Background: an optimization exercise with open tools, aiming at a short achievable clock period and few clock cycles. Do not read the settings as production practice.
At most, simulation tests tie the RTL to the original design; equivalence was not proved.
The RTL of runs 3 and 5 was laid out without a check of its function.
Power and IR drop assume default switching activity.

$ cat design.v
module cpu
(
   input  wire       rst,
   input  wire       clk,
   input  wire [7:0] imem_data,
   output wire [7:0] imem_addr,
   output wire       dmem_port_write,
   output wire [7:0] dmem_port_wdata,
   input  wire [7:0] dmem_port_rdata,
   output wire [7:0] dmem_port_addr
);
localparam LB  = 5;                
localparam NL  = 1 << LB;          
localparam TB  = 7 - LB;           
localparam WIN = 8'd32;            
reg  [7:0]    fa;                  
reg  [7:0]    pf;                  
reg  [7:0]    pc;                  
reg  [7:0]    pc2;                 
reg  [7:0]    pd;                  
reg  [LB-1:0] i2d, itd;            
reg  [LB-1:0] i2hn, ithn;          
reg  [7:0]    ir_op;
reg           ir_opv;
reg  [7:0]    ir_arg;
reg           ir_argv;
reg  [7:0]    tgt;                 
reg           q_jmp, q_cj, q_alu, q_ls, q_used;    
reg  [7:0]    lop [0:NL-1];        
reg  [7:0]    larg[0:NL-1];        
reg  [7:0]    ltg [0:NL-1];        
reg  [4:0]    lpd [0:NL-1];        
reg  [TB-1:0] ltag[0:NL-1];
reg  [NL-1:0] vlo, vhi;            
reg  [7:0]    acc;
reg  [7:0]    zr;                  
reg           cf;
reg           ex_ld;               
reg           ex_li;               
reg           ex_alu;              
reg           ex_imm;              
reg  [2:0]    ex_op;               
reg  [7:0]    ex_b;
reg  [7:0]    daddr;
reg  [7:0]    wdata;
reg           we;
assign imem_addr       = fa;
assign dmem_port_addr  = daddr;
assign dmem_port_wdata = wdata;
assign dmem_port_write = we;
function [8:0] ks_add;
   input [7:0] a;
   input [7:0] b;
   input       ci;
   reg   [7:0] g, p, g1, p1, g2, p2, g3;
   integer i;
   begin
      g = a & b;
      p = a ^ b;
      g[0] = g[0] | (p[0] & ci);
      for (i = 0; i < 8; i = i + 1) begin
         g1[i] = (i >= 1) ? (g[i] | (p[i] & g[i-1])) : g[i];
         p1[i] = (i >= 1) ? (p[i] & p[i-1]) : p[i];
      end
      for (i = 0; i < 8; i = i + 1) begin
         g2[i] = (i >= 2) ? (g1[i] | (p1[i] & g1[i-2])) : g1[i];
         p2[i] = (i >= 2) ? (p1[i] & p1[i-2]) : p1[i];
      end
      for (i = 0; i < 8; i = i + 1) begin
         g3[i] = (i >= 4) ? (g2[i] | (p2[i] & g2[i-4])) : g2[i];
      end
      ks_add = {g3[7], p ^ {g3[6:0], ci}};
   end
endfunction
function [7:0] ks_tgt;
   input [7:0] a;
   input [7:0] b;
   reg   [8:0] r;
   begin
      r      = ks_add(a, b, 1'b0);
      ks_tgt = r[7:0];
   end
endfunction
wire [7:0] bop = ex_imm ? ex_b : dmem_port_rdata;
wire       sub = ex_op[0];
wire [8:0] sum = ks_add(sub ? ~acc : acc, bop, ex_op[1] & cf);
reg  [7:0] lres;
always @(*) begin
   case (ex_op[1:0])
   2'd0: lres = ~(acc & bop);
   2'd1: lres = ~(acc | bop);
   2'd2: lres = acc ^ bop;
   default: lres = ~(acc ^ bop);
   endcase
end
wire [7:0] ares = ex_op[2] ? lres : sub ? ~sum[7:0] : sum[7:0];
wire       acar = ~ex_op[2] & ~sub & sum[8];
wire [7:0] acc_fwd = ex_alu ? ares : ex_ld ? dmem_port_rdata : ex_li ? ex_b : acc;
function [4:0] predecode;             
   input [7:0] o;
   reg ls, alu, jmp;
   begin
      ls  = (o[7:2] == 6'b000000);
      alu = (o[7:6] == 2'b01 || o[7:6] == 2'b10) && (o[5:3] == 3'b000);
      jmp = (o[7:2] == 6'b110000);
      predecode = {jmp, jmp & (o[1:0] != 2'd0), alu, ls, ls | alu | jmp};
   end
endfunction
wire [7:0]    pc1 = pc + 8'd1;
wire [7:0]    pc3 = pc2 + 8'd1;
wire [7:0]    tg1 = tgt + 8'd1;
wire [LB-1:0] i2h = ~i2hn;
wire [LB-1:0] ith = ~ithn;
wire m2  = ~pc2[0] && (ltag[i2h] == pc2[7:LB+1]);
wire mt  = ~tgt[0] && (ltag[ith] == tgt[7:LB+1]);
wire p0  = (fa == pc);
wire p1  = (fa == pc1);
wire p2  = (fa == pc2);
wire p3  = (fa == pc3);
wire pt  = (fa == tgt);
wire pt1 = (fa == tg1);
wire a2  = (m2 & vlo[i2h]) | p2;
wire a3  = (m2 & vhi[i2h]) | p3;
wire at  = (mt & vlo[ith]) | pt;
wire at1 = (mt & vhi[ith]) | pt1;
wire [7:0] fsum = ks_tgt(fa, imem_data);    
wire [4:0] fpd  = predecode(imem_data);
wire [7:0] b2  = p2  ? imem_data : lop[i2d];
wire [4:0] e2  = p2  ? fpd       : lpd[i2d];
wire [7:0] b3  = p3  ? imem_data : larg[i2d];
wire [7:0] g3  = p3  ? fsum      : ltg[i2d];
wire [7:0] bt  = pt  ? imem_data : lop[itd];
wire [4:0] et  = pt  ? fpd       : lpd[itd];
wire [7:0] bt1 = pt1 ? imem_data : larg[itd];
wire [7:0] gt1 = pt1 ? fsum      : ltg[itd];
wire zf = ~|zr;
wire nf = zr[7];
wire d_load  = q_ls & (ir_op[1:0] == 2'd0);
wire d_loadi = q_ls & (ir_op[1:0] == 2'd1);
wire d_store = q_ls & (ir_op[1:0] == 2'd2);
wire d_stori = q_ls & (ir_op[1:0] == 2'd3);
reg cnd;
always @(*) begin
   case (ir_op[1:0])
   2'd0: cnd = 1'b1;
   2'd1: cnd = zf;
   2'd2: cnd = cf;
   default: cnd = nf;
   endcase
end
wire hz      = q_cj & ex_alu;
wire needarg = q_used & ~(q_jmp & ~cnd);
wire issue   = ir_opv & (ir_argv | ~needarg) & ~hz;
wire tk      = q_jmp & cnd;           
wire iseq    = issue & ~tk;
wire itk     = issue & tk;
wire m_op  = ~(ir_opv | p0);
wire m_arg = ~(ir_argv | p1);
wire [7:0] pd_s = pd;
wire [7:0] pd_q = pd - 8'd2;
wire [7:0] pd_t = pf - tgt;
wire       cl_s = pd_s[7] | (pd_s < 8'd3);
wire       cl_q = pd_q[7] | (pd_q < 8'd3);
wire       cl_t = pd_t[7] | (pd_t < 8'd3);
wire [7:0] pf_s = cl_s ? pc + 8'd3  : pf;
wire [7:0] pf_q = cl_q ? pc2 + 8'd3 : pf;
wire [7:0] pf_t = cl_t ? tgt + 8'd3 : pf;
wire [7:0] pe_s = cl_s ? 8'd3 : pd_s;
wire [7:0] pe_q = cl_q ? 8'd3 : pd_q;
wire [7:0] pe_t = cl_t ? 8'd3 : pd_t;
wire [7:0] pfx  = itk ? pf_t : iseq ? pf_q : pf_s;
wire [7:0] pex  = itk ? pe_t : iseq ? pe_q : pe_s;
wire       pok  = itk ? (pe_t < WIN) : iseq ? (pe_q < WIN) : (pe_s < WIN);
wire [7:0] pfx1 = itk ? pf_t + 8'd1 : iseq ? pf_q + 8'd1 : pf_s + 8'd1;
wire [7:0] pex1 = itk ? pe_t + 8'd1 : iseq ? pe_q + 8'd1 : pe_s + 8'd1;
wire [7:0] npc  = itk ? tgt : iseq ? pc2 : pc;
function [8:0] first_missing;         
   input       v0, v1, v2, v3;
   input [7:0] a0, a1, a2, a3;
   begin
      if (!v0)      first_missing = {1'b1, a0};
      else if (!v1) first_missing = {1'b1, a1};
      else if (!v2) first_missing = {1'b1, a2};
      else if (!v3) first_missing = {1'b1, a3};
      else          first_missing = {1'b0, a0};
   end
endfunction
wire [8:0] dm_s = first_missing(ir_opv | p0, ir_argv | p1, a2, a3, pc, pc1, pc2, pc3);
wire [8:0] dm_q = first_missing(a2, a3, 1'b1, 1'b1, pc2, pc3, pc2, pc3);
wire [8:0] dm_t = first_missing(at, at1, 1'b1, 1'b1, tgt, tg1, tgt, tg1);
wire [8:0] dem  = itk ? dm_t : iseq ? dm_q : dm_s;
wire [LB-1:0] wi    = fa[LB:1];
wire          wsame = (ltag[wi] == fa[7:LB+1]);
always @(posedge clk) begin
   ltag[wi] <= fa[7:LB+1];
   if (!fa[0]) begin
      lop[wi]  <= imem_data;
      lpd[wi]  <= fpd;
   end
   else begin
      larg[wi] <= imem_data;
      ltg[wi]  <= fsum;
   end
end
always @(posedge clk or posedge rst) begin
   if (rst) begin
      vlo <= {NL{1'b0}};
      vhi <= {NL{1'b0}};
   end
   else if (!fa[0]) begin
      vlo[wi] <= 1'b1;
      if (!wsame)
         vhi[wi] <= 1'b0;
   end
   else begin
      vhi[wi] <= 1'b1;
      if (!wsame)
         vlo[wi] <= 1'b0;
   end
end
always @(posedge clk or posedge rst) begin
   if (rst) begin
      fa      <= 8'd0;
      pf      <= 8'd3;
      pd      <= 8'd3;
      i2d     <= 5'd1;
      i2hn    <= ~5'd1;
      itd     <= 5'd0;
      ithn    <= ~5'd0;
      pc      <= 8'd0;
      pc2     <= 8'd2;
      ir_op   <= 8'd0;
      ir_opv  <= 1'b0;
      ir_arg  <= 8'd0;
      ir_argv <= 1'b0;
      tgt     <= 8'd0;
      q_jmp   <= 1'b0;
      q_cj    <= 1'b0;
      q_alu   <= 1'b0;
      q_ls    <= 1'b0;
      q_used  <= 1'b0;
   end
   else begin
      if (dem[8]) begin
         fa <= dem[7:0];
         pf <= pfx;
         pd <= pex;
      end
      else if (pok) begin
         fa <= pfx;
         pf <= pfx1;
         pd <= pex1;
      end
      else begin
         fa <= npc;
         pf <= pfx;
         pd <= pex;
      end
      if (itk) begin
         pc      <= tgt;
         pc2     <= tgt + 8'd2;
         i2d     <= itd + 1'b1;
         i2hn    <= ~(itd + 1'b1);
         ir_opv  <= at;
         ir_op   <= bt;
         {q_jmp, q_cj, q_alu, q_ls, q_used} <= et;
         ir_argv <= at1;
         ir_arg  <= bt1;
         tgt     <= gt1;
         itd     <= gt1[LB:1];
         ithn    <= ~gt1[LB:1];
      end
      else if (iseq) begin
         pc      <= pc2;
         pc2     <= pc2 + 8'd2;
         i2d     <= i2d + 1'b1;
         i2hn    <= ~(i2d + 1'b1);
         ir_opv  <= a2;
         ir_op   <= b2;
         {q_jmp, q_cj, q_alu, q_ls, q_used} <= e2;
         ir_argv <= a3;
         ir_arg  <= b3;
         tgt     <= g3;
         itd     <= g3[LB:1];
         ithn    <= ~g3[LB:1];
      end
      else begin
         if (!ir_opv && p0) begin
            ir_opv <= 1'b1;
            ir_op  <= imem_data;
            {q_jmp, q_cj, q_alu, q_ls, q_used} <= predecode(imem_data);
         end
         if (!ir_argv && p1) begin
            ir_argv <= 1'b1;
            ir_arg  <= imem_data;
            tgt     <= fsum;
            itd     <= fsum[LB:1];
            ithn    <= ~fsum[LB:1];
         end
      end
   end
end
always @(posedge clk or posedge rst) begin
   if (rst) begin
      acc    <= 8'd0;
      zr     <= 8'd1;
      cf     <= 1'b0;
      ex_ld  <= 1'b0;
      ex_li  <= 1'b0;
      ex_alu <= 1'b0;
      ex_imm <= 1'b0;
      ex_op  <= 3'd0;
      ex_b   <= 8'd0;
      daddr  <= 8'd0;
      wdata  <= 8'd0;
      we     <= 1'b0;
   end
   else begin
      acc <= acc_fwd;
      if (ex_alu) begin
         zr <= ares;
         cf <= acar;
      end
      ex_ld  <= issue & d_load;
      ex_li  <= issue & d_loadi;
      ex_alu <= issue & q_alu;
      we     <= issue & (d_store | d_stori);
      if (issue) begin
         ex_imm <= ir_op[2];
         ex_op  <= {ir_op[7], ir_op[1:0]};
         ex_b   <= ir_arg;
         if (d_load | q_alu | d_store)
            daddr <= ir_arg;
         if (d_stori)
            daddr <= acc_fwd;
         if (d_store)
            wdata <= acc_fwd;
         if (d_stori)
            wdata <= ir_arg;
      end
   end
end
endmodule
$ cat run.sh
#!/bin/bash
# synth_recipe.tcl (not shown) runs the flow's synth.tcl, then flattens the netlist and writes it again
# the make line also repeats each setting of config.mk as NAME=value (left out here)
make -C /OpenROAD-flow-scripts/flow DESIGN_CONFIG=/design/flow/config.mk WORK_HOME=/design/flow/orfs CLKGATE_MAP_FILE= SYNTH_SCRIPT=/design/flow/synth_recipe.tcl finish
$ cat config.mk
export PLATFORM = sky130hd
export DESIGN_NAME = cpu
export DESIGN_NICKNAME = cpu
export VERILOG_FILES = /design/flow/design.v
export SDC_FILE = /design/flow/constraint.sdc
export NUM_CORES = 4
export LEC_CHECK = 0
export ABC_CLOCK_PERIOD_IN_PS = 3000
export CAP_MARGIN = 20
export CORE_MARGIN = 2
export CORE_UTILIZATION = 60
export SETUP_SLACK_MARGIN = 4.5
export SLEW_MARGIN = 20
$ cat constraint.sdc
create_clock -name core_clock -period 7.0 [get_ports {clk}]
set_input_delay 1.4000 -clock core_clock [delete_from_list [all_inputs] [get_ports {clk}]]
set_output_delay 1.4000 -clock core_clock [all_outputs]
set_load 0.01 [all_outputs]
==> metrics.md, run 1 <==
| Metric | Value |
|---|---|
| Status | finished clean |
| Post-synth top area share | 47.0% |
| Fill cell count | 5388 |
| GPL Wtd Cong | 0.967 |
| Critical Path Start Type | register |
| Sink Count | 1059 |
| Post-detail-place hpwl | 109000 um |
| Top FF cell, synth | edfxtp_1 |
| Layout area overhead | 25.7% |
| Syn Nets | 3907 |
| # port buffers | 42 |
| P_leak | 25.0 nW |
| Final hold viol count | 0 |
| Total die area | 94500 um2 |
| Unique masters post-synth | 89 |
| Post-Synthesis Cells | 3827 |
| Layout Skew | 0.0615 ns |
| Antenna-violating nets left | 0 |
| Worst slew margin | 35.3% |
| Max clock buf depth | 3 |
| Post-layout nets | 4300 |
| EDFF count, synth | 864 |
| First-pass GRT wire length | 289000 um |
| Peak supply drop | 0.313 mV |
| Via count of the routed design | 41400 |
| Starting Density | 60.4% |
| Top Family by Delay on Critical Path | simple AND/OR/NAND/NOR gates |
| Worst Path Buf+Inv | 2 |
| CTS clock-pin slew for the worst setup and hold paths | 0.06 ns |
| Hold-fix buffers, CTS | 0 |
| GRT Util Overall | 43.5% |
| Setup CP Type | register to register |
| Crit path largest cell delay | 0.55 ns |
| Max-cap violations | 0 |
| Ys Warns | 1 |
| Worst slew pin tran | 0.970 ns |
| Syn Area/Cell | 14.4 um2 |
| Tmin final | 3.65 ns |
| Die Span Y | 307 um |
| Element type at the critical path end | register |
| Min-delay worst type | register to register |
| TritonCTS clock tree | yes |
| Finish-stage setup viols | 0 |
| Slowest CP cell | dfrtp_4 |
| Share of layout cells above drive strength 1 | 39.1% |
| RSZ-0062 raised after global routing | true |
| Largest net degree at the start of global routing | 123 |
| Chip width | 307 um |
| First-pass detailed-route iteration total | 6 |
| Sequential area share after synthesis | 55.9% |
| Yosys reg bits | 1059 |
| Final WL | 206000 um |
| CTS root buffer | clkbuf_16 |
| DR vias/cell | 7.52 |
| Post-synth top area cell | edfxtp_1 |
| Power density cells | 497 nW/um2 |
| WP data required | 7.58 ns |
| Final Core Density | 76.0% |
| Fin crit share | 52.1% |
| Crit path DAT | 4.23 ns |
| Per-cell routed wire length | 37.4 um |
| CP Max Fanout | 21 |
| Max-slew violation count | 0 |
| Drc violations | 0 |
| Crit-path cells | buf_4 -> xnor2_1 -> nand4_1 -> or4_1 -> buf_6 -> and4b_2 -> or3b_1 -> mux2_4 -> o31a_1 -> nor3_2 -> mux2_2 -> a31oi_1 |
| Vias in the first global route | 40300 |
| Starting DRT DRC Count | 6987 |
| H-tree Lvls | 3 |
| Post-route cell area | 69400 um2 |
| Cts bufs inserted | 109 |
| Congestion Overflow GR | 0 |
| Synth async-reset ratio | 18.4% |
| Dpl cell area | 57600 um2 |
| Area contributors post-synth | edfxtp_1 47%, mux4_2 19%, dfrtp_1 8.1% |
| Initial antenna violation count | 1 |
| Core Rows | 111 |
| I/O pins | 43 |
| Peak Freq | 274 MHz |
| Placeable Area | 91400 um2 |
| Clock latency on the worst-skew pair | 0.77 ns |
| Setup TNS | 0 ns |
| Synthesized area | 55200 um2 |
report_power, final:
group | switching, mW | leakage [nW] | internal [mW] | total [mW]
Clock | 2.59 | 1.73 | 3.33 | 5.92
Combinational | 10.5 | 13.0 | 8.91 | 19.4
Sequential | 1.08 | 10.2 | 8.09 | 9.17
cell families after synthesis:
group | share of synthesized area, %
DFF | 55.9
other | 0.00679
buffers and inverters | 2.96
AOI/OAI and AO/OA | 8.02
muxes | 23.4
and+or+nand+nor | 6.35
adders and majority gates | 1.46
xor gates and xnor gates | 1.98
worst paths after layout:
check	startpoint	to	slack, ns	cells after the start
worst min register to register	zr[0]	zr[0]	0.48	2
worst min-delay path	zr[0]	zr[0]	0.48	2
max in group asynchronous	rst	i2d[2]	4.99	3
worst max-delay path	tgt[5]	fa[7]	3.35	12
min in group asynchronous	rst	pd[4]	1.19	3
worst max register to register	tgt[5]	fa[7]	3.35	12
cell type report:
class / count / area (um2) / area share, %
Inverter: 116 / 468 / 0.674
Sequential cell: 1059 / 30900 / 44.6
Timing Repair Buffer: 555 / 7180 / 10.3
Clock inverter: 49 / 587 / 0.845
Clock buffer: 159 / 3010 / 4.33
Timing Repair inverter: 3 / 22.5 / 0.0324
Multi-Input combinational cell: 2376 / 25700 / 37.1
Antenna cell: 1 / 2.50 / 0.00361
Tap cell: 1186 / 1480 / 2.14
per-stage QoR:
step           std cells  hold WS, ns  setup WS (ns)  power, mW
3_5_place_dp        4870        0.464           2.07       22.5
2_1_floorplan       3827        0.439           3.09       18.4
4_1_cts             5414        0.473           3.37       32.3
6_report            5504        0.480           3.35       34.5
5_1_grt             5503        0.482           3.27       35.4
3_3_place_gp        4870        0.463           2.07       22.2
layer usage:
layer / track usage, % / wire (um) / vias to the layer above
met5: 0 / 10 / -
met4: 22.9 / 13800 / 2
met3: 14.5 / 30900 / 825
met2: 64.2 / 91100 / 3575
met1: 57.9 / 70100 / 21000
li1: - / - / 16000
synth_stat cells (53+ instances only):
cell        n
xor2_1     53
ha_1       58
mux4_2    458
xnor2_1    68
inv_1     114
nor2_1    266
clkbuf_1  173
a21oi_1   119
o21ai_0   221
buf_2      62
edfxtp_1  864
nand2_1   273
dfrtp_1   179
mux2i_1   241
flip-flops by register name, summed over array words and instances, names as in the netlist, 4 cells and up, named ones only:
register and cells:
ltag 64, ir_op 4, i2d 5, daddr 8, lpd 160, pc2 8, lop 128, acc 8
pf 8, pd 8, fa 8, ir_arg 8, ex_b 8, i2hn 5, ltg 256, pc 8
larg 256, ithn 5, wdata 8, tgt 8, zr 8
timing repair:
action / CTS / global route
gates cloned: 54 / 9
hold endpoints to repair: 0 / 0
gates resized for setup: 695 / 273
setup buffers: 282 / 80
endpoints found under the setup margin: 1420 / 673
pin swaps: 141 / 125
placed cells by master, fill, tap and decap left out, types with 23 or more instances in the layout:
cell type and count:
mux4_2 458, nand2_2 28, a21oi_1 82, edfxtp_1 864, a21oi_2 27, nor3_1 28, a22o_1 47, o21ai_1 72
xor2_1 46, dfrtp_1 144, nor2_1 190, buf_8 23, o21ai_0 89, clkbuf_16 116, clkbuf_1 41, nand2_1 241
buf_4 246, xnor2_1 50, a22oi_1 29, ha_1 32, buf_6 96, inv_1 97, nand3_1 40, buf_16 36
nor2_2 32, buf_12 104, o211ai_1 25, o21ai_2 50, mux2i_1 225, dfrtp_2 26, o22ai_1 41, nor2_4 48
tightest hold or removal path: stages (launching register included):
cell and delay, ns:
dfstp_2 0.38, inv_1 0.04, o21ai_1 0.06
Testbench counts, summed over its fixed seeds: cycles 86,042.
==> run 2, diff against run 1 <==
--- a/config.mk
+++ b/config.mk
@@ -7,6 +7,5 @@
 export LEC_CHECK = 0
-export ABC_CLOCK_PERIOD_IN_PS = 3000
 export CAP_MARGIN = 20
 export CORE_MARGIN = 2
-export CORE_UTILIZATION = 60
+export CORE_UTILIZATION = 40
 export SETUP_SLACK_MARGIN = 4.5
==> run 2 against run 1 <==
  * Via count is 4.0% lower
  * Sequential power hardly changed
  * Routed wire length is 2.6% lower
  * Combinational power hardly changed
  * Core utilization is 25 points lower
  * Hold slack better by 0.0044 ns
  * Fmax is 0.74% lower
  * Cell area is 1.4% higher
  * Clock skew is 0.0058 ns higher
==> metrics.md, run 2 <==
| Metric | Value |
|---|---|
| EDFF count, synth | 864 |
| Ys Warns | 1 |
| Finish-stage setup viols | 0 |
| Syn Area/Cell | 14.4 um2 |
| Drc violations | 0 |
| Clock latency on the worst-skew pair | 0.80 ns |
| Element type at the critical path end | register |
| Gate power share | 55.6% |
| H-tree Lvls | 3 |
| Hold Crit Depth | 2 |
| GRT Util Overall | 27.6% |
| Post-synthesis mux area share | 23.4% |
| Synth async-reset ratio | 18.4% |
| Setup WS pre-CTS | 2.34 ns |
| Synth Area in Compound Gates | 8.02% |
| Internal power | 20.6 mW |
| Fill cell count | 11000 |
| Crit path DAT | 4.29 ns |
| Peak Freq | 272 MHz |
| Seq pwr share | 26.6% |
| Vias in the first global route | 38200 |
| DR vias/cell | 6.48 |
| Starting DRT DRC Count | 5230 |
| Total die area | 141000 um2 |
| Sw power | 13.9 mW |
| Worst reg2reg endpoint | fa[7] |
| R2R cell count | 10 |
| Worst slew margin | 33.1% |
| Layout area overhead | 27.5% |
| Largest family of logic cells by synthesized area | multiplexers |
| Post-layout nets | 4313 |
| RSZ-0062 raised after global routing | true |
| Fin crit share | 52.5% |
| Sink Count | 1059 |
| CP Max Fanout | 7 |
| Die Span Y | 376 um |
| First-pass detailed-route iteration total | 6 |
| Top post-synthesis cells by count | 864 x edfxtp_1, 458 x mux4_2, 273 x nand2_1, 266 x nor2_1, 241 x mux2i_1 |
| Yosys reg bits | 1059 |
| Sw frac | 40.3% |
| P_leak | 25.0 nW |
| Area contributors post-synth | edfxtp_1 47%, mux4_2 19%, dfrtp_1 8.1% |
| First-pass GRT wire length | 279000 um |
| CTS root buffer | clkbuf_16 |
| Top flop regs | larg x256, ltg x256, lpd x160 |
| Worst r2r src | ithn[0] |
| Post-synth top area cell | edfxtp_1 |
| Hold-fix buffers, CTS | 0 |
| TritonCTS clock tree | yes |
| Hold Startpoint | zr[0] |
| Starting Density | 40.2% |
| Synth Area in XOR/XNOR | 1.98% |
| Worst slew pin tran | 1.00 ns |
| Final WL | 201000 um |
| Max-slew violation count | 0 |
| Setup CP Type | register to register |
| Min-delay worst type | register to register |
| Top FF cell, synth | edfxtp_1 |
| Status | finished clean |
| Clock share of power | 17.8% |
| Antenna-violating nets left | 0 |
| Synthesized area | 55200 um2 |
| GPL Wtd Cong | 0.886 |
| Core Rows | 136 |
| Crit path setup slack, layout | 3.33 ns |
| Post-synth top area share | 47.0% |
| Most common cell after layout, fill and taps aside | edfxtp_1 |
| Final hold viol count | 0 |
| CTS clock-pin slew for the worst setup and hold paths | 0.07 ns |
| Setup TNS | 0 ns |
| Power density cells | 489 nW/um2 |
| Placeable Area | 137000 um2 |
| Post-Synthesis Cells | 3827 |
| Share of layout cells above drive strength 1 | 39.7% |
| Simple-Gate Fraction of Synth Area | 6.35% |
| Sequential area share after synthesis | 55.9% |
| Per-cell routed wire length | 32.8 um |
| Syn Nets | 3907 |
| Tot Pwr | 34.4 mW |
| Unique masters post-synth | 89 |
| Cts bufs inserted | 113 |
| Hold EP | zr[0] |
| I/O pins | 43 |
| Largest net degree at the start of global routing | 137 |
| Tmin final | 3.67 ns |
| Post-detail-place hpwl | 103000 um |
| Most frequent cells in the layout | 864 x edfxtp_1, 458 x mux4_2, 249 x nand2_1 |
| Congestion Overflow GR | 0 |
| Peak supply drop | 0.322 mV |
| # port buffers | 42 |
| Max-cap violations | 0 |
| Hold slack | 0.484 ns |
| Via count of the routed design | 39700 |
| R2R Setup Slk | 3.33 ns |
| Initial antenna violation count | 3 |
| Max clock buf depth | 3 |
| Ant diodes | 0 |
| Chip width | 376 um |
| Critical Path Start Type | register |
| Post-Synth Adder-Cell Area | 1.46% |
| Layout Skew | 0.0672 ns |
| Most frequent cell after synthesis | edfxtp_1 |
| WP data required | 7.61 ns |
## run 2: cell counts after synthesis
Identical to the previous run, type by type.
## run 2: kinds of logic (layout without fill, tap and decap cells)
| logic type | count (synthesis) | count (layout) |
|---|---|---|
| muxes | 714 | 714 |
| other | 1 | 1 |
| and+or+nand+nor | 778 | 782 |
| xor gates and xnor gates | 123 | 133 |
| adders and majority gates | 62 | 62 |
| AOI/OAI and AO/OA | 685 | 686 |
| DFF | 1059 | 1059 |
| buffers and inverters | 405 | 893 |
## run 2: per-layer routing
layer,GRT usage (%),wire length (um),vias up
li1,-,-,16100
met1,37.1,74800,20500
met2,43.4,92600,2532
met3,5.86,22500,595
met4,11.9,10600,6
met5,0,46,-
## run 2: cell type report
class | instances | area (um2) | share of cell area (%)
timing repair inverter | 3 | 22.5 | 0.0320
timing repair buffer | 562 | 7110 | 10.1
clock buffer | 149 | 3080 | 4.38
inverter | 116 | 483 | 0.686
clock inverter | 63 | 661 | 0.939
multi-input combinational | 2378 | 25800 | 36.7
sequential | 1059 | 30900 | 44.0
tap | 1794 | 2240 | 3.19
## run 2: worst max-delay path by stage
stage / slack [ns] / cells past startpoint / startpoint / to
global route: 3.24 / 16 / tgt[0] / pf[6]
detailed placement: 2.34 / 9 / tgt[1] / ir_op[1]
finish: 3.33 / 10 / ithn[0] / fa[7]
CTS: 3.39 / 10 / ithn[0] / fa[7]
global placement: 1.80 / 9 / tgt[1] / ir_op[1]
floorplan: 3.09 / 1 / rst / async pin
## run 2: what timing repair did
action / 4_1_cts / 5_1_grt
endpoints found under the setup margin: 1375 / 931
pin swaps: 147 / 127
resized for setup: 714 / 309
setup buffers: 246 / 110
gates cloned: 58 / 13
## run 2: metrics by stage
| step | instance area, um2 | cells | utilization (%) |
|---|---|---|---|
| 2_1_floorplan | 55900 | 3827 | - |
| 3_3_place_gp | 58400 | 5485 | 42.5 |
| 3_5_place_dp | 58400 | 5485 | 42.5 |
| 4_1_cts | 67900 | 6001 | 49.5 |
| 5_1_grt | 70400 | 6124 | 51.3 |
| 6_report | 70400 | 6124 | 51.3 |
## run 2: critical path, cell delays in order, from the launching register on
cell and delay [ns]:
dfstp_4 0.72, buf_12 0.16, mux4_2 0.55, mux4_2 0.51, mux2i_4 0.24, or3b_1 0.37
mux2_4 0.33, o31a_1 0.26, nor3_2 0.16, mux2_2 0.19, a31oi_1 0.04
## run 2: power by group through the flow
| stage | registers, mW | clock network, mW | logic (mW) |
|---|---|---|---|
| 3_5_place_dp | 9.54 | 0 | 12.8 |
| 4_1_cts | 9.11 | 6.18 | 17.2 |
| 2_1_floorplan | 8.57 | 0 | 9.78 |
| 5_1_grt | 9.22 | 6.41 | 20.0 |
| 6_report | 9.15 | 6.14 | 19.2 |
| 3_3_place_gp | 9.54 | 0 | 12.8 |
==> run 3, diff against run 2 <==
--- a/design.v
+++ b/design.v
@@ -20,2 +20,5 @@
 reg  [7:0]    pd;                  
+reg           pfsel;               
+reg  [7:0]    pf1, pd1;            
+reg           ok0, ok1;            
 reg  [LB-1:0] i2d, itd;            
@@ -41,2 +44,3 @@
 reg           ex_imm;              
+reg           ex_st, ex_sti;       
 reg  [2:0]    ex_op;               
@@ -150,3 +154,3 @@
 end
-wire hz      = q_cj & ex_alu;
+wire hz      = (q_cj & ex_alu) | ((ex_st | ex_sti) & ((q_ls & (ir_op[1:0] == 2'd0)) | (q_alu & ~ir_op[2])));
 wire needarg = q_used & ~(q_jmp & ~cnd);
@@ -158,5 +162,7 @@
 wire m_arg = ~(ir_argv | p1);
-wire [7:0] pd_s = pd;
-wire [7:0] pd_q = pd - 8'd2;
-wire [7:0] pd_t = pf - tgt;
+wire [7:0] pfe  = pfsel ? pf1 : pf;
+wire [7:0] pde  = pfsel ? pd1 : pd;
+wire [7:0] pd_s = pde;
+wire [7:0] pd_q = pde - 8'd2;
+wire [7:0] pd_t = pfe - tgt;
 wire       cl_s = pd_s[7] | (pd_s < 8'd3);
@@ -164,5 +170,5 @@
 wire       cl_t = pd_t[7] | (pd_t < 8'd3);
-wire [7:0] pf_s = cl_s ? pc + 8'd3  : pf;
-wire [7:0] pf_q = cl_q ? pc2 + 8'd3 : pf;
-wire [7:0] pf_t = cl_t ? tgt + 8'd3 : pf;
+wire [7:0] pf_s = cl_s ? pc + 8'd3  : pfe;
+wire [7:0] pf_q = cl_q ? pc2 + 8'd3 : pfe;
+wire [7:0] pf_t = cl_t ? tgt + 8'd3 : pfe;
 wire [7:0] pe_s = cl_s ? 8'd3 : pd_s;
@@ -172,5 +178,3 @@
 wire [7:0] pex  = itk ? pe_t : iseq ? pe_q : pe_s;
-wire       pok  = itk ? (pe_t < WIN) : iseq ? (pe_q < WIN) : (pe_s < WIN);
-wire [7:0] pfx1 = itk ? pf_t + 8'd1 : iseq ? pf_q + 8'd1 : pf_s + 8'd1;
-wire [7:0] pex1 = itk ? pe_t + 8'd1 : iseq ? pe_q + 8'd1 : pe_s + 8'd1;
+wire       pok  = pfsel ? ok1 : ok0;      
 wire [7:0] npc  = itk ? tgt : iseq ? pc2 : pc;
@@ -225,2 +229,7 @@
       pd      <= 8'd3;
+      pfsel   <= 1'b0;
+      pf1     <= 8'd4;
+      pd1     <= 8'd4;
+      ok0     <= 1'b1;
+      ok1     <= 1'b1;
       i2d     <= 5'd1;
@@ -243,16 +252,19 @@
    else begin
+      pf  <= pfx;
+      pd  <= pex;
+      pf1 <= pfx + 8'd1;
+      pd1 <= pex + 8'd1;
+      ok0 <= itk ? (pe_t < WIN) : iseq ? (pe_q < WIN) : (pe_s < WIN);
+      ok1 <= itk ? (pe_t < WIN - 8'd1) : iseq ? (pe_q < WIN - 8'd1) : (pe_s < WIN - 8'd1);
       if (dem[8]) begin
-         fa <= dem[7:0];
-         pf <= pfx;
-         pd <= pex;
+         fa    <= dem[7:0];
+         pfsel <= 1'b0;
       end
       else if (pok) begin
-         fa <= pfx;
-         pf <= pfx1;
-         pd <= pex1;
+         fa    <= pfe;
+         pfsel <= 1'b1;
       end
       else begin
-         fa <= npc;
-         pf <= pfx;
-         pd <= pex;
+         fa    <= npc;
+         pfsel <= 1'b0;
       end
@@ -311,2 +323,4 @@
       ex_imm <= 1'b0;
+      ex_st  <= 1'b0;
+      ex_sti <= 1'b0;
       ex_op  <= 3'd0;
@@ -326,3 +340,13 @@
       ex_alu <= issue & q_alu;
-      we     <= issue & (d_store | d_stori);
+      ex_st  <= issue & d_store;
+      ex_sti <= issue & d_stori;
+      we     <= ex_st | ex_sti;
+      if (ex_st) begin
+         daddr <= ex_b;
+         wdata <= acc;
+      end
+      if (ex_sti) begin
+         daddr <= acc;
+         wdata <= ex_b;
+      end
       if (issue) begin
@@ -331,10 +355,4 @@
          ex_b   <= ir_arg;
-         if (d_load | q_alu | d_store)
+         if (d_load | (q_alu & ~ir_op[2]))
             daddr <= ir_arg;
-         if (d_stori)
-            daddr <= acc_fwd;
-         if (d_store)
-            wdata <= acc_fwd;
-         if (d_stori)
-            wdata <= ir_arg;
       end
==> run 3 against run 2 <==
  * First-iteration DRC count up 2.0%
  * Still clean on timing, DRC and antenna
  * Combinational power up 17%
  * Hold slack better by 0.019 ns
  * Critical path depth up 7
  * Register-to-register slack worse by 0.07 ns
  * Global-route usage down 0.57 points
==> metrics.md, run 3 <==
| Metric | Value |
|---|---|
| Status | finished clean |
| Worst reg2reg endpoint | pf1[4] |
| Initial antenna violation count | 8 |
| Post-synth top area cell | edfxtp_1 |
| P_leak | 25.5 nW |
| Yosys reg bits | 1080 |
| Cts bufs inserted | 113 |
| CP Max Fanout | 7 |
| TritonCTS clock tree | yes |
| Sink Count | 1080 |
| GRT Util Overall | 27.0% |
| Post-Synthesis Cells | 3621 |
| Layout Skew | 0.0522 ns |
| Synthesized area | 56000 um2 |
| Antenna-violating nets left | 0 |
| Most frequent cell after synthesis | edfxtp_1 |
| Congestion Overflow GR | 0 |
| # port buffers | 42 |
| Share of layout cells above drive strength 1 | 44.9% |
| I/O pins | 43 |
| Finish-stage setup viols | 0 |
| Peak supply drop | 0.332 mV |
| Most frequent cells in the layout | 864 x edfxtp_1, 558 x mux4_2, 241 x buf_4 |
| Post-synth top area share | 46.3% |
| Hold Crit Depth | 2 |
| Top post-synthesis cells by count | 864 x edfxtp_1, 558 x mux4_2, 300 x nand2_1, 196 x dfrtp_1, 171 x clkbuf_1 |
| R2R cell count | 17 |
| Starting Density | 40.2% |
| Via count of the routed design | 38700 |
| Most common cell after layout, fill and taps aside | edfxtp_1 |
| Drc violations | 0 |
| Crit path DAT | 4.41 ns |
| Placeable Area | 139000 um2 |
| H-tree Lvls | 3 |
| CTS clock-pin slew for the worst setup and hold paths | 0.06 ns |
| Dpl cell area | 59100 um2 |
| Tmin final | 3.75 ns |
| Syn Nets | 3703 |
| GPL Wtd Cong | 0.901 |
| Chip width | 378 um |
| First-pass GRT wire length | 277000 um |
| Per-cell routed wire length | 32.9 um |
| Clock latency on the worst-skew pair | 0.77 ns |
| Element type at the critical path end | register |
| Area contributors post-synth | edfxtp_1 46%, mux4_2 22%, dfrtp_1 8.8% |
| Unique masters post-synth | 90 |
| Syn Area/Cell | 15.5 um2 |
| Final hold viol count | 0 |
| Post-layout nets | 4146 |
| Max clock buf depth | 3 |
| Setup CP Type | register to register |
| Max-slew violation count | 0 |
| DR vias/cell | 6.40 |
| Total die area | 143000 um2 |
| First-pass detailed-route iteration total | 6 |
| Sequential area share after synthesis | 56.0% |
| Peak Freq | 267 MHz |
| Post-detail-place hpwl | 102000 um |
| Power density cells | 530 nW/um2 |
| Critical Path Start Type | register |
| R2R Setup Slk | 3.25 ns |
| Min-delay worst type | register to register |
| WP data required | 7.66 ns |
| Worst r2r src | pfsel |
| Layout area overhead | 30.2% |
| Fill cell count | 11000 |
| Final WL | 199000 um |
| EDFF count, synth | 864 |
| Synth async-reset ratio | 20.0% |
| Top FF cell, synth | edfxtp_1 |
| Vias in the first global route | 38100 |
| Fin crit share | 53.6% |
| Setup TNS | 0 ns |
| Hold-fix buffers, CTS | 0 |
| Worst slew margin | 39.7% |
| Post-route cell area | 72900 um2 |
| Worst slew pin tran | 0.904 ns |
| Largest net degree at the start of global routing | 120 |
| Core Rows | 137 |
| CTS root buffer | clkbuf_16 |
| Top flop regs | larg x256, ltg x256, lpd x160 |
| Ys Warns | 1 |
| Starting DRT DRC Count | 5333 |
| Max-cap violations | 0 |
| Die Span Y | 378 um |
| RSZ-0062 raised after global routing | true |
## run 3: power by group
part           internal, mW  switching, mW  leakage (nW)  total, mW
combinational          10.9           11.6          13.2       22.5
sequential             8.56           1.29          10.4       9.84
clock                  3.60           2.67          1.86       6.27
## run 3: layout make-up
cell class                      instances  area, um2  area share, %
Antenna cell                            2       5.00        0.00687
Sequential cell                      1080      31500           43.2
Tap cell                             1876       2350           3.22
Clock buffer                          142       3010           4.13
Clock inverter                         69        816           1.12
Multi-Input combinational cell       2191      26600           36.5
Inverter                               79        332          0.455
Timing Repair inverter                  1       5.00        0.00687
Timing Repair Buffer                  598       8280           11.4
## run 3: kinds of logic (layout without fill, tap and decap cells)
logic type,Yosys count,after routing,share of synthesized area [%]
adder cells (fa/ha/maj),64,64,1.48
flip-flops,1080,1080,56.0
buffers and inverters,360,889,2.54
AND/OR/NAND/NOR,750,752,6.27
multiplexers,722,722,25.5
other,1,3,0.00670
XOR/XNOR,123,128,1.94
AO/OA/AOI/OAI,521,524,6.25
## run 3: critical path, stage by stage (launching register included)
cell     delay, ns
dfrtp_2       0.38
buf_12        0.14
mux2i_4       0.24
ha_2          0.20
inv_2         0.03
fa_2          0.33
a21o_1        0.20
a21oi_4       0.20
xnor2_2       0.08
or4_4         0.45
o31ai_4       0.26
buf_6         0.16
mux2_4        0.31
a21oi_4       0.20
ha_4          0.17
buf_4         0.10
nand3_2       0.06
xnor2_1       0.12
## run 3: routing by layer
| layer | GRT usage, % | up-vias | part of all wire, % |
|---|---|---|---|
| li1 | - | 15500 | - |
| met5 | 0 | - | 0.026 |
| met3 | 6.05 | 544 | 11 |
| met4 | 12.0 | 8 | 4.9 |
| met2 | 42.8 | 2434 | 47 |
| met1 | 35.8 | 20200 | 37 |
## run 3: timing repair
item / in CTS / in global routing
gates resized for setup: 768 / 401
setup endpoints to repair: 1384 / 876
setup buffers: 277 / 105
pin swaps: 125 / 95
cloned: 56 / 25
## run 3: how the worst max path moves through the flow
| stage | startpoint | to | depth (start not counted) |
|---|---|---|---|
| 4_1_cts | pfsel | pf1[6] | 17 |
| 3_5_place_dp | pfsel | pf1[7] | 15 |
| 5_1_grt | pfsel | pf1[7] | 16 |
| 2_1_floorplan | rst | async pin | 1 |
| 6_report | pfsel | pf1[4] | 17 |
| 3_3_place_gp | pfsel | pf1[6] | 15 |
## run 3: per-stage QoR
stage / hold slack (ns) / instances / total power, mW / setup WS, ns / util [%]
after floorplan: 0.439 / 3621 / 20.3 / 2.80 / -
after global placement: 0.472 / 5361 / 24.8 / 2.20 / 42.5
after detailed placement: 0.484 / 5362 / 24.9 / 2.17 / 42.5
after CTS: 0.497 / 5906 / 36.1 / 3.31 / 50.1
after global routing: 0.533 / 6037 / 40.0 / 3.09 / 52.4
final: 0.503 / 6038 / 38.6 / 3.25 / 52.4
==> run 4, diff against run 3 <==
--- a/design.v
+++ b/design.v
@@ -176,2 +176,9 @@
 wire [7:0] pe_t = cl_t ? 8'd3 : pd_t;
+wire [7:0] pfe1  = pfsel ? pf1 + 8'd1 : pf1;
+wire [7:0] pf1_s = cl_s ? pc + 8'd4  : pfe1;
+wire [7:0] pf1_q = cl_q ? pc2 + 8'd4 : pfe1;
+wire [7:0] pf1_t = cl_t ? tgt + 8'd4 : pfe1;
+wire [7:0] pd1_s = cl_s ? 8'd4 : pde + 8'd1;
+wire [7:0] pd1_q = cl_q ? 8'd4 : pde - 8'd1;
+wire [7:0] pd1_t = cl_t ? 8'd4 : pfe1 - tgt;
 wire [7:0] pfx  = itk ? pf_t : iseq ? pf_q : pf_s;
@@ -254,4 +261,4 @@
       pd  <= pex;
-      pf1 <= pfx + 8'd1;
-      pd1 <= pex + 8'd1;
+      pf1 <= itk ? pf1_t : iseq ? pf1_q : pf1_s;
+      pd1 <= itk ? pd1_t : iseq ? pd1_q : pd1_s;
       ok0 <= itk ? (pe_t < WIN) : iseq ? (pe_q < WIN) : (pe_s < WIN);
==> run 4 against run 3 <==
  * Still clean on timing, DRC and antenna
  * Clock-buffer cell count grew 4
  * Sequential cell count is the same
  * Power grew 5.6%
  * Hold slack lost 0.0020 ns
  * Worst setup slack gained 0.27 ns
  * Routed wire length grew 8.2%
  * Core utilization grew 0.24 points
  * First-iteration DRC count grew 10%
  * Synthesized cell count grew 10%
  * Cell area grew 2.2%
  * Critical path type unchanged
==> metrics.md, run 4 <==
| Metric | Value |
|---|---|
| Top post-synthesis cells by count | 864 x edfxtp_1, 462 x mux4_2, 353 x nand2_1, 279 x mux2i_1, 253 x nor2_1 |
| Peak Freq | 287 MHz |
| Core Rows | 138 |
| Setup TNS | 0 ns |
| Fill cell count | 11300 |
| Per-cell routed wire length | 33.1 um |
| Yosys reg bits | 1080 |
| WP data required | 7.63 ns |
| P_leak | 26.8 nW |
| Element type at the critical path end | register |
| Most common cell after layout, fill and taps aside | edfxtp_1 |
| Crit path setup slack, layout | 3.52 ns |
| CTS clock-pin slew for the worst setup and hold paths | 0.06 ns |
| Share of layout cells above drive strength 1 | 40.8% |
| Most frequent cells in the layout | 864 x edfxtp_1, 462 x mux4_2, 320 x buf_4 |
| Fin cells | 6501 |
| Peak supply drop | 0.336 mV |
| First-pass detailed-route iteration total | 9 |
| GRT Util Overall | 28.3% |
| GPL Wtd Cong | 0.917 |
| Hold-fix buffers, CTS | 0 |
| Most frequent cell after synthesis | edfxtp_1 |
| H-tree Lvls | 3 |
| Unique masters post-synth | 89 |
| Top FF cell, synth | edfxtp_1 |
| Top flop regs | larg x256, ltg x256, lpd x160 |
| Congestion Overflow GR | 0 |
| Placeable Area | 142000 um2 |
| Power density cells | 548 nW/um2 |
| Total die area | 146000 um2 |
| Post-layout nets | 4603 |
| TritonCTS clock tree | yes |
| Via count of the routed design | 42600 |
| Synthesized area | 57100 um2 |
| First-pass GRT wire length | 297000 um |
| EDFF count, synth | 864 |
| Initial antenna violation count | 7 |
| Starting Density | 40.3% |
| Post-Synthesis Cells | 3989 |
| Sequential area share after synthesis | 55.0% |
| Syn Nets | 4086 |
| Synth async-reset ratio | 20.0% |
| Final WL | 215000 um |
| Tmin final | 3.48 ns |
| Post-detail-place hpwl | 111000 um |
| Post-synth top area cell | edfxtp_1 |
| Clock latency on the worst-skew pair | 0.79 ns |
| Layout area overhead | 30.5% |
| Finish-stage setup viols | 0 |
| Setup WS pre-CTS | 2.46 ns |
| Reg area | 31500 um2 |
| # port buffers | 42 |
| I/O pins | 43 |
| Multi-input logic area | 27300 um2 |
| Post-synth top area share | 45.5% |
| Setup CP Type | register to register |
| Ys Warns | 1 |
| Status | finished clean |
| Max clock buf depth | 3 |
| Chip width | 382 um |
| CTS root buffer | clkbuf_16 |
| Worst slew pin tran | 1.11 ns |
| CP Max Fanout | 5 |
| Largest net degree at the start of global routing | 104 |
| Critical Path Start Type | register |
| Cts bufs inserted | 115 |
| Syn Area/Cell | 14.3 um2 |
| Worst slew margin | 25.6% |
| R2R Setup Slk | 3.52 ns |
| Max-cap violations | 0 |
| Max-slew violation count | 0 |
| Crit path DAT | 4.11 ns |
| Drc violations | 0 |
| Sink Count | 1080 |
| Layout Skew | 0.0584 ns |
| Final hold viol count | 0 |
| Die Span Y | 382 um |
| Vias in the first global route | 40700 |
| Min-delay worst type | register to register |
| Cell count after placement | 5750 |
| RSZ-0062 raised after global routing | true |
| Fin crit share | 49.7% |
| Starting DRT DRC Count | 5873 |
| Area contributors post-synth | edfxtp_1 45%, mux4_2 18%, dfrtp_1 8.6% |
| DR vias/cell | 6.55 |
| Antenna-violating nets left | 0 |
[run 4: cell count changes after synthesis, moves of 35 or more]
cell     change
o21ai_0     +50
mux2i_1    +136
nand2_1     +53
mux4_2      -96
and2_1      -35
nor2_1      +95
[run 4: stage by stage]
step | area (um2) | power [mW] | util, % | hold slack, ns
2_1_floorplan | 57600 | 20.7 | - | 0.439
3_3_place_gp | 60400 | 25.6 | 42.6 | 0.482
3_5_place_dp | 60400 | 25.7 | 42.6 | 0.488
4_1_cts | 71600 | 37.8 | 50.6 | 0.509
5_1_grt | 74500 | 42.0 | 52.6 | 0.511
6_report | 74500 | 40.8 | 52.6 | 0.501
[run 4: path summary, 6_finish.rpt]
path,to,depth (start not counted),start
worst min-delay path,zr[6],2,zr[6]
max in group asynchronous,ex_st,3,rst
worst max register to register,pf1[0],17,pfsel
worst max-delay path,pf1[0],17,pfsel
worst min register to register,zr[6],2,zr[6]
min in group asynchronous,async pin,2,rst
[run 4: metal layers]
layer / global-route usage, % / part of all wire (%) / wire [um] / vias up
li1: - / - / - / 16900
met1: 37.4 / 36 / 78200 / 21800
met4: 14.0 / 6.6 / 14100 / 6
met5: 0 / 0.019 / 41 / -
met3: 6.79 / 12 / 25500 / 797
met2: 43.6 / 45 / 97300 / 3131
[run 4: logic make-up (layout without fill, tap and decap cells)]
logic type,count (synthesis),in the layout,synth area share (%)
fa+ha+maj,79,79,1.80
compound gates,704,706,8.48
mux,762,762,23.5
buf+inv,412,1020,2.88
flops,1080,1080,55.0
simple gates,814,817,6.20
other cells,1,4,0.00657
xor+xnor,137,143,2.10
[run 4: layout make-up]
| class | instances | share of cell area (%) |
|---|---|---|
| Sequential cell | 1080 | 42.3 |
| Multi-Input combinational cell | 2508 | 36.7 |
| Timing Repair Buffer | 683 | 11.7 |
| Clock buffer | 146 | 4.25 |
| Tap cell | 1890 | 3.18 |
| Clock inverter | 73 | 1.21 |
| Inverter | 116 | 0.669 |
| Timing Repair inverter | 2 | 0.0134 |
| Antenna cell | 3 | 0.0101 |
[run 4: repair_timing]
action,4_1_cts,5_1_grt
buffers inserted,328,130
resized for setup,799,327
pin swaps,148,130
gates cloned,55,16
setup endpoints to repair,1295,840
[run 4: report_power, final]
part	leakage (nW)	switching, mW	internal [mW]	total [mW]
logic	14.4	12.9	11.5	24.4
clock network	1.97	2.74	3.83	6.58
registers	10.5	1.26	8.55	9.81
total	26.8	16.9	23.9	40.8
[run 4: critical path, cell delays in order (launching register included)]
cell     delay (ns)
dfrtp_2        0.42
buf_12         0.15
mux2_4         0.34
fa_2           0.40
a21o_1         0.18
a21oi_2        0.14
buf_4          0.13
buf_6          0.08
buf_6          0.08
buf_6          0.10
xnor2_4        0.12
nand2_2        0.10
nor4_4         0.35
nor3_4         0.07
buf_6          0.14
buf_6          0.13
mux2i_1        0.12
a221o_1        0.33
Testbench counts of run 4, summed over its fixed seeds: cycles 88,033.
==> run 5, diff against run 4 <==
--- a/design.v
+++ b/design.v
@@ -22,5 +22,5 @@
 reg  [7:0]    pf1, pd1;            
-reg           ok0, ok1;            
-reg  [LB-1:0] i2d, itd;            
-reg  [LB-1:0] i2hn, ithn;          
+reg  [NL-1:0] oh2;                 
+reg  [3:0]    tha;                 
+reg  [7:0]    thb;                 
 reg  [7:0]    ir_op;
@@ -112,2 +112,53 @@
 endfunction
+function [NL-1:0] onehot;
+   input [LB-1:0] i;
+   begin
+      onehot    = {NL{1'b0}};
+      onehot[i] = 1'b1;
+   end
+endfunction
+function [3:0] onehot2;
+   input [1:0] i;
+   begin
+      onehot2    = 4'd0;
+      onehot2[i] = 1'b1;
+   end
+endfunction
+function [7:0] onehot3;
+   input [2:0] i;
+   begin
+      onehot3    = 8'd0;
+      onehot3[i] = 1'b1;
+   end
+endfunction
+reg [NL-1:0] oht;                  
+integer      j;
+always @(*) begin
+   for (j = 0; j < NL; j = j + 1)
+      oht[j] = tha[j / 8] & thb[j % 8];
+end
+reg [7:0]    r2_op, r2_arg, r2_tg, rt_op, rt_arg, rt_tg;
+reg [4:0]    r2_pd, rt_pd;
+reg [TB-1:0] r2_tag, rt_tag;
+integer      k;
+always @(*) begin
+   r2_op = 8'd0; r2_arg = 8'd0; r2_tg = 8'd0; r2_pd = 5'd0; r2_tag = {TB{1'b0}};
+   rt_op = 8'd0; rt_arg = 8'd0; rt_tg = 8'd0; rt_pd = 5'd0; rt_tag = {TB{1'b0}};
+   for (k = 0; k < NL; k = k + 1) begin
+      r2_op  = r2_op  | (lop[k]  & {8{oh2[k]}});
+      r2_arg = r2_arg | (larg[k] & {8{oh2[k]}});
+      r2_tg  = r2_tg  | (ltg[k]  & {8{oh2[k]}});
+      r2_pd  = r2_pd  | (lpd[k]  & {5{oh2[k]}});
+      r2_tag = r2_tag | (ltag[k] & {TB{oh2[k]}});
+      rt_op  = rt_op  | (lop[k]  & {8{oht[k]}});
+      rt_arg = rt_arg | (larg[k] & {8{oht[k]}});
+      rt_tg  = rt_tg  | (ltg[k]  & {8{oht[k]}});
+      rt_pd  = rt_pd  | (lpd[k]  & {5{oht[k]}});
+      rt_tag = rt_tag | (ltag[k] & {TB{oht[k]}});
+   end
+end
+wire r2_lo = |(vlo & oh2);
+wire r2_hi = |(vhi & oh2);
+wire rt_lo = |(vlo & oht);
+wire rt_hi = |(vhi & oht);
 wire [7:0]    pc1 = pc + 8'd1;
@@ -115,6 +166,4 @@
 wire [7:0]    tg1 = tgt + 8'd1;
-wire [LB-1:0] i2h = ~i2hn;
-wire [LB-1:0] ith = ~ithn;
-wire m2  = ~pc2[0] && (ltag[i2h] == pc2[7:LB+1]);
-wire mt  = ~tgt[0] && (ltag[ith] == tgt[7:LB+1]);
+wire m2  = ~pc2[0] && (r2_tag == pc2[7:LB+1]);
+wire mt  = ~tgt[0] && (rt_tag == tgt[7:LB+1]);
 wire p0  = (fa == pc);
@@ -125,16 +174,16 @@
 wire pt1 = (fa == tg1);
-wire a2  = (m2 & vlo[i2h]) | p2;
-wire a3  = (m2 & vhi[i2h]) | p3;
-wire at  = (mt & vlo[ith]) | pt;
-wire at1 = (mt & vhi[ith]) | pt1;
+wire a2  = (m2 & r2_lo) | p2;
+wire a3  = (m2 & r2_hi) | p3;
+wire at  = (mt & rt_lo) | pt;
+wire at1 = (mt & rt_hi) | pt1;
 wire [7:0] fsum = ks_tgt(fa, imem_data);    
 wire [4:0] fpd  = predecode(imem_data);
-wire [7:0] b2  = p2  ? imem_data : lop[i2d];
-wire [4:0] e2  = p2  ? fpd       : lpd[i2d];
-wire [7:0] b3  = p3  ? imem_data : larg[i2d];
-wire [7:0] g3  = p3  ? fsum      : ltg[i2d];
-wire [7:0] bt  = pt  ? imem_data : lop[itd];
-wire [4:0] et  = pt  ? fpd       : lpd[itd];
-wire [7:0] bt1 = pt1 ? imem_data : larg[itd];
-wire [7:0] gt1 = pt1 ? fsum      : ltg[itd];
+wire [7:0] b2  = p2  ? imem_data : r2_op;
+wire [4:0] e2  = p2  ? fpd       : r2_pd;
+wire [7:0] b3  = p3  ? imem_data : r2_arg;
+wire [7:0] g3  = p3  ? fsum      : r2_tg;
+wire [7:0] bt  = pt  ? imem_data : rt_op;
+wire [4:0] et  = pt  ? fpd       : rt_pd;
+wire [7:0] bt1 = pt1 ? imem_data : rt_arg;
+wire [7:0] gt1 = pt1 ? fsum      : rt_tg;
 wire zf = ~|zr;
@@ -176,12 +225,5 @@
 wire [7:0] pe_t = cl_t ? 8'd3 : pd_t;
-wire [7:0] pfe1  = pfsel ? pf1 + 8'd1 : pf1;
-wire [7:0] pf1_s = cl_s ? pc + 8'd4  : pfe1;
-wire [7:0] pf1_q = cl_q ? pc2 + 8'd4 : pfe1;
-wire [7:0] pf1_t = cl_t ? tgt + 8'd4 : pfe1;
-wire [7:0] pd1_s = cl_s ? 8'd4 : pde + 8'd1;
-wire [7:0] pd1_q = cl_q ? 8'd4 : pde - 8'd1;
-wire [7:0] pd1_t = cl_t ? 8'd4 : pfe1 - tgt;
 wire [7:0] pfx  = itk ? pf_t : iseq ? pf_q : pf_s;
 wire [7:0] pex  = itk ? pe_t : iseq ? pe_q : pe_s;
-wire       pok  = pfsel ? ok1 : ok0;      
+wire       pok  = itk ? (pe_t < WIN) : iseq ? (pe_q < WIN) : (pe_s < WIN);
 wire [7:0] npc  = itk ? tgt : iseq ? pc2 : pc;
@@ -239,8 +281,5 @@
       pd1     <= 8'd4;
-      ok0     <= 1'b1;
-      ok1     <= 1'b1;
-      i2d     <= 5'd1;
-      i2hn    <= ~5'd1;
-      itd     <= 5'd0;
-      ithn    <= ~5'd0;
+      oh2     <= {{(NL-2){1'b0}}, 2'b10};
+      tha     <= 4'd1;
+      thb     <= 8'd1;
       pc      <= 8'd0;
@@ -261,6 +300,4 @@
       pd  <= pex;
-      pf1 <= itk ? pf1_t : iseq ? pf1_q : pf1_s;
-      pd1 <= itk ? pd1_t : iseq ? pd1_q : pd1_s;
-      ok0 <= itk ? (pe_t < WIN) : iseq ? (pe_q < WIN) : (pe_s < WIN);
-      ok1 <= itk ? (pe_t < WIN - 8'd1) : iseq ? (pe_q < WIN - 8'd1) : (pe_s < WIN - 8'd1);
+      pf1 <= pfx + 8'd1;
+      pd1 <= pex + 8'd1;
       if (dem[8]) begin
@@ -270,3 +307,3 @@
       else if (pok) begin
-         fa    <= pfe;
+         fa    <= pfx;
          pfsel <= 1'b1;
@@ -280,4 +317,3 @@
          pc2     <= tgt + 8'd2;
-         i2d     <= itd + 1'b1;
-         i2hn    <= ~(itd + 1'b1);
+         oh2     <= {oht[NL-2:0], oht[NL-1]};
          ir_opv  <= at;
@@ -288,4 +324,4 @@
          tgt     <= gt1;
-         itd     <= gt1[LB:1];
-         ithn    <= ~gt1[LB:1];
+         tha     <= onehot2(gt1[5:4]);
+         thb     <= onehot3(gt1[3:1]);
       end
@@ -294,4 +330,3 @@
          pc2     <= pc2 + 8'd2;
-         i2d     <= i2d + 1'b1;
-         i2hn    <= ~(i2d + 1'b1);
+         oh2     <= {oh2[NL-2:0], oh2[NL-1]};
          ir_opv  <= a2;
@@ -302,4 +337,4 @@
          tgt     <= g3;
-         itd     <= g3[LB:1];
-         ithn    <= ~g3[LB:1];
+         tha     <= onehot2(g3[5:4]);
+         thb     <= onehot3(g3[3:1]);
       end
@@ -315,4 +350,4 @@
             tgt     <= fsum;
-            itd     <= fsum[LB:1];
-            ithn    <= ~fsum[LB:1];
+            tha     <= onehot2(fsum[5:4]);
+         thb     <= onehot3(fsum[3:1]);
          end
==> run 5 against run 4 <==
  * Routed wire length increased by 30%
  * Global-route usage increased by 11 points
  * Sequential share of layout area increased by 4.1 points
  * Register-to-register slack got worse by 0.32 ns
  * First-iteration DRC count increased by 75%
  * Synthesized cell count increased by 9.1%
  * Combinational power decreased by about 30%
  * Clock power increased by 2%
  * Cell area decreased by 6.9%
  * Sequential cell count increased by 27
  * Fmax decreased by 8.3%
  * Critical path type unchanged
==> metrics.md, run 5 <==
| Metric | Value |
|---|---|
| Status | finished clean |
| Core Rows | 133 |
| DR vias/cell | 7.55 |
| P_leak | 25.0 nW |
| Top flop regs | larg x256, ltg x256, lpd x160 |
| Starting Density | 40.3% |
| Via count of the routed design | 50300 |
| Most frequent CP cell | buf_12 |
| Clock latency on the worst-skew pair | 0.80 ns |
| Element type at the critical path end | register |
| Tot Pwr | 34.1 mW |
| Syn Area/Cell | 12.2 um2 |
| Worst reg2reg endpoint | pf1[7] |
| Worst r2r src | pfsel |
| Unique masters post-synth | 90 |
| Die Span Y | 368 um |
| I/O pins | 43 |
| Cell count after placement | 5948 |
| Finish-stage setup viols | 0 |
| First-pass GRT wire length | 372000 um |
| Post-layout nets | 4871 |
| Peak Freq | 263 MHz |
| Final WL | 279000 um |
| EDFF count, synth | 864 |
| Yosys reg bits | 1107 |
| H-tree Lvls | 3 |
| GRT Util Overall | 39.4% |
| Tmin final | 3.80 ns |
| Peak supply drop | 0.351 mV |
| Total die area | 136000 um2 |
| Ys Warns | 1 |
| CTS clock-pin slew for the worst setup and hold paths | 0.06 ns |
| Fin crit share | 54.2% |
| CTS root buffer | clkbuf_16 |
| Min-delay worst type | register to register |
| Simple-Gate Fraction of Synth Area | 9.22% |
| Sequential area share after synthesis | 60.4% |
| WP data required | 7.66 ns |
| Max-slew violation count | 0 |
| Final hold viol count | 0 |
| R2R Setup Slk | 3.20 ns |
| Crit-path cells | buf_12 -> mux2i_4 -> ha_2 -> or4b_4 -> and2_4 -> or4_4 -> a32oi_4 -> buf_12 -> buf_16 -> mux2i_1 -> nor2_1 -> o2bb2ai_4 -> nor4b_4 -> nand3_1 -> xnor2_1 |
| Synthesized area | 53100 um2 |
| Max clock buf depth | 3 |
| Chip width | 368 um |
| Congestion Overflow GR | 0 |
| Most frequent cell after synthesis | edfxtp_1 |
| Area contributors post-synth | edfxtp_1 49%, dfrtp_1 11%, a22oi_1 7.4% |
| Per-cell routed wire length | 41.8 um |
| Most frequent cells in the layout | 864 x edfxtp_1, 521 x a22oi_1, 362 x buf_4 |
| TritonCTS clock tree | yes |
| Slowest CP cell | or4b_4 |
| Largest net degree at the start of global routing | 76 |
| Placeable Area | 132000 um2 |
| Layout Skew | 0.0746 ns |
| Cts bufs inserted | 117 |
| Crit path largest cell delay | 0.49 ns |
| Antenna-violating nets left | 0 |
| Critical Path Start Type | register |
| Fin cells | 6660 |
| Top FF cell, synth | edfxtp_1 |
| Setup CP Type | register to register |
| Synth Area in Compound Gates | 20.7% |
| Fill cell count | 10900 |
| Layout area overhead | 30.7% |
| R2R cell count | 15 |
| Syn Nets | 4433 |
| Largest family of logic cells by synthesized area | compound AO/OA/AOI/OAI gates |
| Top post-synthesis cells by count | 864 x edfxtp_1, 525 x a22oi_1, 302 x clkbuf_1, 301 x nand2_1, 274 x a22o_1 |
| Max-cap violations | 0 |
| Worst slew margin | 34.3% |
| Hold slack | 0.490 ns |
| Worst Setup SP | pfsel |
| # port buffers | 42 |
| Worst slew pin tran | 0.985 ns |
| Post-synthesis mux area share | 2.71% |
| Post-route cell area | 69400 um2 |
| Setup TNS | 0 ns |
| Dpl cell area | 56600 um2 |
| Synth Area in XOR/XNOR | 2.01% |
| Share of layout cells above drive strength 1 | 30.5% |
| Power density cells | 491 nW/um2 |
| Crit path capture | pf1[7] |
| Vias in the first global route | 46100 |
| GPL Wtd Cong | 0.988 |
| Post-Synthesis Cells | 4351 |
| Hold-fix buffers, CTS | 0 |
| Post-detail-place hpwl | 149000 um |
| Post-synth top area share | 48.9% |
| Most common cell after layout, fill and taps aside | edfxtp_1 |
| Post-Synth Adder-Cell Area | 1.57% |
| Post-synth top area cell | edfxtp_1 |
| First-pass detailed-route iteration total | 13 |
| Starting DRT DRC Count | 10300 |
| RSZ-0062 raised after global routing | true |
| Synth async-reset ratio | 22.0% |
| Initial antenna violation count | 16 |
| Crit path DAT | 4.45 ns |
| CP Max Fanout | 4 |
| Sink Count | 1107 |
| Drc violations | 0 |
run 5: cell count changes in the layout (fill, tap and decap cells not counted), sizes merged, moves of 53 or more:
cell,before,now
mux2i,279,74
a22oi,39,526
nand4,18,162
nor3,34,129
a221oi,12,191
nand2,354,301
mux4,462,20
a22o,69,274
run 5: metrics by stage:
| stage | utilization (%) | worst slack (ns) |
|---|---|---|
| floorplan | - | 2.42 |
| global placement | 43.0 | 1.94 |
| detailed placement | 43.0 | 1.92 |
| CTS | 50.8 | 3.26 |
| global route | 52.7 | 3.09 |
| finish | 52.7 | 3.20 |
run 5: kinds of logic (layout without fill, tap and decap cells):
kind of cell    after synthesis  after routing
fa+ha+maj                    64             64
simple gates               1020           1024
compound gates             1448           1449
mux                         116            116
buf+inv                     473           1001
xor+xnor                    122            127
flops                      1107           1107
other cells                   1             17
run 5: worst max-delay path: cells and delay by family (launching register included):
| family | cells | cell delay, ns |
|---|---|---|
| AOI/OAI and AO/OA | 2 | 0.38 |
| buffers and inverters | 3 | 0.41 |
| DFF | 1 | 0.45 |
| muxes | 2 | 0.30 |
| adders and majority gates | 1 | 0.21 |
| and+or+nand+nor | 6 | 1.78 |
| xor gates and xnor gates | 1 | 0.15 |
run 5: cell type report:
type | count | area, um2 | area share [%]
antenna | 16 | 40.0 | 0.0577
clock inverter | 71 | 902 | 1.30
sequential | 1107 | 32200 | 46.4
clock buffer | 148 | 3190 | 4.60
tap | 1755 | 2200 | 3.17
inverter | 97 | 438 | 0.631
timing repair buffer | 682 | 7680 | 11.1
multi-input combinational | 2781 | 22700 | 32.7
timing repair inverter | 3 | 21.3 | 0.0307
run 5: report_power, final:
part / internal, mW / switching [mW]
registers: 8.63 / 1.65
logic: 6.51 / 10.5
clock network: 3.89 / 2.84
run 5: worst min path at each step:
stage	end	slack (ns)	from	cells after the start
floorplan	ex_op[2]	0.44	ir_op[7]	2
CTS	zr[0]	0.49	zr[0]	2
global route	zr[0]	0.53	zr[0]	2
finish	zr[0]	0.49	zr[0]	2
global placement	zr[0]	0.48	zr[0]	2
detailed placement	zr[0]	0.47	zr[0]	2
run 5: routing by layer:
metal | wire length, um | global-route usage [%]
met5 | 580 | 0.748
met4 | 28500 | 28.2
met3 | 51200 | 20.4
met2 | 110000 | 54.1
met1 | 88800 | 47.0
run 5: what timing repair did:
action	CTS	global route
setup endpoints to repair	1689	1034
gates cloned	33	14
hold endpoints to repair	0	0
resized for setup	796	292
pin swaps	167	134
setup buffers	311	119

[separate check: timing with driven ports]
The results above use ideal ports. As a check the final layouts listed here were re-extracted and re-timed, cells and wires unchanged.
Step 1 (the two cells are an assumption about what drives the block):
set clk [get_ports {clk}]
set_driving_cell -lib_cell sky130_fd_sc_hd__clkbuf_16 $clk
set_driving_cell -lib_cell sky130_fd_sc_hd__buf_2 [delete_from_list [all_inputs] $clk]
Step 2 moves the port delays by t, midway between the first and last clock arrival at a register: inputs arrive t later, outputs are due t later. That takes back most of the time a late clock gives input paths.
Three values: ideal, step 1, step 2; two values: the first two.
run | shift t [ns] | setup slack, ns | worst hold slack (ns) | pins driven straight from the clock port
run 1 | 0.813 | 3.352 / 3.352 / 2.989 | 0.480 / 0.480 / 0.480 | 1
run 2 | 0.845 | 3.325 / 3.325 / 3.056 | 0.484 / 0.484 / 0.484 | 1
run 3 | 0.833 | 3.251 / 3.251 / 3.139 | 0.503 / 0.503 / 0.503 | 1
run 4 | 0.834 | 3.520 / 3.520 / 3.216 | 0.501 / 0.501 / 0.501 | 1
run 5 | 0.848 | 3.204 / 3.204 / 2.817 | 0.490 / 0.490 / 0.490 | 1
After both steps every run listed still meets setup and hold. For run 5, which loses most, drivers alone change the setup slack by 0.000 ns; drivers and shift together by -0.387 ns.
